Background: an optimization exercise with open tools, aiming at small area, a short achievable clock period and few clock cycles. Do not read the settings as production practice. In this exercise RTL edits were held to simulation tests only and were not proved equivalent to the original. The clock input has no modelled driver; a real chip could not lean on it and would need a root buffer or a full tree. Power and IR drop assume default switching activity.

==> module mips_cpu, before the edit <==
module mips_cpu(
	input clk,
	input rst_n,
	output [9:0] imem_addr,
	input [31:0] imem_rdata,
	output [9:0] dmem_addr,
	output [31:0] dmem_wdata,
	output dmem_we,
	input [31:0] dmem_rdata
);
localparam OP_R = 6'h00, OP_J = 6'h02, OP_BGTZ = 6'h07, OP_ADDI = 6'h08,
           OP_ORI = 6'h0d, OP_LW = 6'h23, OP_SW = 6'h2b;
reg  [9:0]  pc;
reg         d_v, d_pred;
reg  [31:0] d_ir;
reg  [9:0]  d_pc1;           
reg  [31:0] d_srs, d_srt;    
reg         d_hz;            
reg         e_v, e_wr, e_islw, e_issw, e_isb, e_logic, e_pred;
reg  [4:0]  e_dst;
reg  [31:0] e_a, e_b;
reg  [11:0] e_imm;
reg  [9:0]  e_alt;
reg         m_wr, m_we, m_islw;
reg  [4:0]  m_dst;
reg  [31:0] m_res;
reg  [9:0]  m_addr;
reg  [31:0] regs [0:31];
wire [31:0] sum;
add32 adder(.a(e_a), .b(e_b), .s(sum));
wire [31:0] lg   = (e_a & {32{~e_issw}}) | e_b;    
wire [31:0] res  = e_logic ? lg : sum;
wire [11:0] addr = e_a[11:0] + e_imm;
wire taken;
gt32 cmp(.a(e_a), .b(e_b), .y(taken));
wire e_m1 = e_v && e_isb && !e_pred;    
wire e_m0 = e_v && e_isb && e_pred;     
wire e_misp = taken ? e_m1 : e_m0;
assign imem_addr = pc;
wire [31:0] ins = imem_rdata;
wire f_isj = ins[31:26] == OP_J;
wire f_bt  = ins[31:26] == OP_BGTZ && ins[25:21] != 5'd0;    
wire stall;
wire [9:0] pcp1 = pc + 10'd1;
wire [10:0] tgt2;
add11 tadd(.a({pc, 1'b1}), .b({ins[9:0], 1'b1}), .s(tgt2));    
wire [9:0] tgt = tgt2[10:1];
wire ps_hold = rst_n && stall;
wire ps_j    = rst_n && !stall && f_isj;
wire ps_t    = rst_n && !stall && !f_isj && f_bt;
wire ps_p    = rst_n && !stall && !f_isj && !f_bt;
wire [9:0] pc_next;
pc_sel psel(.alt(e_alt), .pc(pc), .inc(pcp1), .tgt(tgt), .jt(ins[9:0]),
            .s_pc(ps_hold), .s_inc(ps_p), .s_tgt(ps_t), .s_jt(ps_j),
            .taken(taken), .m1(e_m1), .m0(e_m0), .y(pc_next));
always @(posedge clk)
	pc <= pc_next;
always @(posedge clk or negedge rst_n)
	if (!rst_n)
		d_v <= 1'b0;
	else if (e_misp)
		d_v <= 1'b0;
	else if (!stall)
		d_v <= 1'b1;
wire [4:0] f_rs = stall ? d_ir[25:21] : ins[25:21];
wire [4:0] f_rt = stall ? d_ir[20:16] : ins[20:16];
always @(posedge clk) begin
	d_srs <= 32'd1 << f_rs;
	d_srt <= 32'd1 << f_rt;
end
always @(posedge clk)
	if (!stall) begin
		d_ir   <= ins;
		d_pred <= f_bt;
		d_pc1  <= pcp1;
	end
wire [5:0] op = d_ir[31:26];
wire [4:0] rs = d_ir[25:21];
wire [4:0] rt = d_ir[20:16];
wire [4:0] rd = d_ir[15:11];
wire [31:0] sext = {{16{d_ir[15]}}, d_ir[15:0]};
wire isr    = op == OP_R;
wire isb    = op == OP_BGTZ;
wire isaddi = op == OP_ADDI;
wire isori  = op == OP_ORI;
wire islw   = op == OP_LW;
wire issw   = op == OP_SW;
wire wr     = isr | isaddi | isori | islw;
wire [4:0] dst = isr ? rd : rt;
wire useimm = isaddi | isori | isb;
wire [9:0] d_alt = d_pred ? d_pc1 : d_pc1 + d_ir[9:0];
wire [5:0] f_op = ins[31:26];
wire f_use_rs = f_op == OP_R || f_op == OP_ADDI || f_op == OP_ORI || f_op == OP_LW ||
                f_op == OP_SW || f_op == OP_BGTZ;
wire f_use_rt = f_op == OP_R || f_op == OP_SW;
wire f_hz = d_v && islw && ((f_use_rs && ins[25:21] == rt) || (f_use_rt && ins[20:16] == rt));
always @(posedge clk)
	d_hz <= f_hz && !stall;
assign stall = d_v && d_hz;
wire [31:0] m_val = m_islw ? dmem_rdata : m_res;
wire [31:0] m_val_n = ~m_val | {32{!rst_n}};
wire [31:0] wen_n = ~({31'd0, m_wr} << m_dst) & {32{rst_n}};
genvar gk;
generate
	for (gk = 0; gk < 32; gk = gk + 1) begin : g
		wire [31:0] d;
		c_wen wc(.q(regs[gk]), .wdn(m_val_n), .wen_n({32{wen_n[gk]}}), .d(d));
		always @(posedge clk)
			regs[gk] <= d;
	end
endgenerate
wire [1023:0] rflat;
generate
	for (gk = 0; gk < 32; gk = gk + 1) begin : fl
		assign rflat[32*gk +: 32] = regs[gk];
	end
endgenerate
wire [31:0] s_rs = d_srs;
wire [31:0] s_rt = d_srt;
wire e_fw = e_v && e_wr && !e_islw;
wire fa_e = e_fw && e_dst == rs;
wire fb_e = e_fw && e_dst == rt;
wire fa_m = m_wr && m_dst == rs;
wire fb_m = m_wr && m_dst == rt;
wire sa_sum = fa_e && !e_logic;
wire sa_lg  = fa_e && e_logic;
wire sa_ld  = !fa_e && fa_m && m_islw;
wire sa_m   = !fa_e && fa_m && !m_islw;
wire sa_rf  = !fa_e && !fa_m;
wire sb_imm = useimm;
wire sb_sum = !useimm && fb_e && !e_logic;
wire sb_lg  = !useimm && fb_e && e_logic;
wire sb_ld  = !useimm && !fb_e && fb_m && m_islw;
wire sb_m   = !useimm && !fb_e && fb_m && !m_islw;
wire sb_rf  = !useimm && !fb_e && !fb_m;
wire [31:0] fd_a, fd_b;
rd_port #(0) ra(.r(rflat), .s(s_rs), .sv(sa_rf),
                .f0(sum), .f1(lg), .f2(m_res), .f3(dmem_rdata), .f4(32'd0),
                .sf0(sa_sum), .sf1(sa_lg), .sf2(sa_m), .sf3(sa_ld), .sf4(1'b0), .y(fd_a));
rd_port #(1) rb(.r(rflat), .s(s_rt), .sv(sb_rf),
                .f0(sum), .f1(lg), .f2(m_res), .f3(dmem_rdata), .f4(sext),
                .sf0(sb_sum), .sf1(sb_lg), .sf2(sb_m), .sf3(sb_ld), .sf4(sb_imm), .y(fd_b));
always @(posedge clk or negedge rst_n)
	if (!rst_n)
		e_v <= 1'b0;
	else
		e_v <= d_v && !e_misp && !stall;
always @(posedge clk) begin
	e_wr    <= wr;
	e_islw  <= islw;
	e_issw  <= issw;
	e_isb   <= isb;
	e_logic <= isori | issw;
	e_pred  <= d_pred;
	e_alt   <= d_alt;    
	e_dst   <= dst;
	e_a     <= fd_a;
	e_b     <= fd_b;
	e_imm   <= d_ir[11:0];
end
always @(posedge clk or negedge rst_n)
	if (!rst_n)
		m_wr <= 1'b0;
	else
		m_wr <= e_v && e_wr;
always @(posedge clk)
	m_we <= e_v && e_issw;
always @(posedge clk) begin
	m_islw <= e_islw;
	m_dst  <= e_dst;
	m_res  <= res;
	m_addr <= addr[11:2];
end
assign dmem_addr  = m_addr;
assign dmem_wdata = m_res;
assign dmem_we    = m_we;
endmodule
==> flow/config.mk <==
export PLATFORM = sky130hd
export DESIGN_NAME = mips_cpu
export DESIGN_NICKNAME = mips_cpu
export VERILOG_FILES = /design/flow/design.v
export SDC_FILE = /design/flow/constraint.sdc
export NUM_CORES = 8
export LEC_CHECK = 0
export CAP_MARGIN = 20
export CORE_MARGIN = 2
export CORE_UTILIZATION = 52
export SETUP_SLACK_MARGIN = 4.6
export SLEW_MARGIN = 20
export SYNTH_HIERARCHICAL = 1
export TNS_END_PERCENT = 100
==> flow/constraint.sdc <==
create_clock -name core_clock -period 7.0 [get_ports {clk}]
set_input_delay 1.4000 -clock core_clock [delete_from_list [all_inputs] [get_ports {clk}]]
set_output_delay 1.4000 -clock core_clock [all_outputs]
set_load 0.01 [all_outputs]
standard.sh (not shown) runs the stock make flow with config.mk's settings and CLKGATE_MAP_FILE= SYNTH_SCRIPT=/design/flow/synth_recipe.tcl, a recipe that flattens the netlist after the stock synthesis.
==> flow/flow/run.sh <==
#!/bin/bash
# Own flow: the standard layout (standard.sh) with three changes made through ORFS's
# hooks, after the standard synthesis has run unchanged:
#  - the input and output ports get buf_4 buffers (BUFFER_PORTS_ARGS);
#  - the resizer may not use delay cells as buffers (nodly.tcl before each step);
#  - the clock tree is the balanced two-level tree of mcts.tcl instead of TritonCTS's
#    (pre_cts.tcl, before CTS): 4 root buffers fed by the clock port, 96 leaf buffers.
# Each step's output goes to a log file in the work folder; ORFS's own logs are under orfs/logs.
set -euo pipefail
here="$(cd "$(dirname "${BASH_SOURCE[0]}")" && pwd)"
bash standard.sh synth > synth.log 2>&1
export BUFFER_PORTS_ARGS="-buffer_cell sky130_fd_sc_hd__buf_4"
for s in FLOORPLAN GLOBAL_PLACE RESIZE DETAIL_PLACE REPAIR_TIMING_POST_PLACE GLOBAL_ROUTE DETAIL_ROUTE; do
	export PRE_${s}_TCL="$here/nodly.tcl"
done
export PRE_CTS_TCL="$here/pre_cts.tcl"
bash standard.sh finish > layout.log 2>&1
Other scripts of this flow, unchanged in this note and not shown: flow/flow/mcts.tcl, flow/flow/nodly.tcl, flow/flow/pre_cts.tcl
Testbench counts at the start, summed over its fixed seeds: cycles 208,537.
Rerun with:
--- a/flow/design.v
+++ b/flow/design.v
@@ -171,9 +171,9 @@
            OP_ORI = 6'h0d, OP_LW = 6'h23, OP_SW = 6'h2b;
 reg  [9:0]  pc;
 reg         d_v, d_pred;
 reg  [31:0] d_ir;
-reg  [9:0]  d_pc1;           
+reg  [9:0]  d_alt;
 reg  [31:0] d_srs, d_srt;    
 reg         d_hz;            
 reg         e_v, e_wr, e_islw, e_issw, e_isb, e_logic, e_pred;
 reg  [4:0]  e_dst;
@@ -230,9 +230,9 @@
 always @(posedge clk)
 	if (!stall) begin
 		d_ir   <= ins;
 		d_pred <= f_bt;
-		d_pc1  <= pcp1;
+		d_alt  <= f_bt ? pcp1 : tgt;
 	end
 wire [5:0] op = d_ir[31:26];
 wire [4:0] rs = d_ir[25:21];
 wire [4:0] rt = d_ir[20:16];
@@ -246,9 +246,8 @@
 wire issw   = op == OP_SW;
 wire wr     = isr | isaddi | isori | islw;
 wire [4:0] dst = isr ? rd : rt;
 wire useimm = isaddi | isori | isb;
-wire [9:0] d_alt = d_pred ? d_pc1 : d_pc1 + d_ir[9:0];
 wire [5:0] f_op = ins[31:26];
 wire f_use_rs = f_op == OP_R || f_op == OP_ADDI || f_op == OP_ORI || f_op == OP_LW ||
                 f_op == OP_SW || f_op == OP_BGTZ;
 wire f_use_rt = f_op == OP_R || f_op == OP_SW;
@@ -310,9 +309,9 @@
 	e_issw  <= issw;
 	e_isb   <= isb;
 	e_logic <= isori | issw;
 	e_pred  <= d_pred;
-	e_alt   <= d_alt;    
+	e_alt   <= d_alt;
 	e_dst   <= dst;
 	e_a     <= fd_a;
 	e_b     <= fd_b;
 	e_imm   <= d_ir[11:0];
After rerunning:
- total power decreases by 1.3%
- area after synthesis decreases by 0.67%
- cell area decreases by 3.2%
- synthesized cell count decreases by 1.1%
- hold slack barely changes
- sequential power is about the same
- register-to-register slack is better by 0.16 ns
- die area decreases by 0.66%
- global-route usage decreases by 2.2 points
- clock power barely changes
- fmax increases by 6.4%
Testbench counts after the change, summed over its fixed seeds: cycles 208,537.
In every run of this note, the design's own scripts or RTL, not TritonCTS, make the clock network.

==> separate check: timing with driven ports <==
Ports are ideal in the flow. The routed layouts listed here were re-timed in OpenROAD.
Step 1 (the two cells are an assumption about what drives the block):
set clk [get_ports {clk}]
set_driving_cell -lib_cell sky130_fd_sc_hd__clkbuf_16 $clk
set_driving_cell -lib_cell sky130_fd_sc_hd__buf_2 [delete_from_list [all_inputs] $clk]
Step 2 also shifts input and output timing later by t, the mid clock arrival at the registers, as if the neighbouring blocks saw the same clock.
Slacks: ideal / step 1 / step 2; pairs: ideal / step 1.
| run | t, ns | setup WS [ns] | worst hold slack (ns) | pins driven straight from the clock port |
|---|---|---|---|---|
| the first run | 0.685 | 4.313 / 4.313 / 3.820 | 0.347 / 0.347 / 0.347 | 4 |
| the second run | 0.664 | 4.474 / 4.413 / 3.895 | 0.348 / 0.348 / 0.348 | 4 |
After both steps setup and hold are still met in every run listed. The setup slack of the second run, which loses most, moves by -0.061 ns with the drivers and by -0.579 ns with both steps.
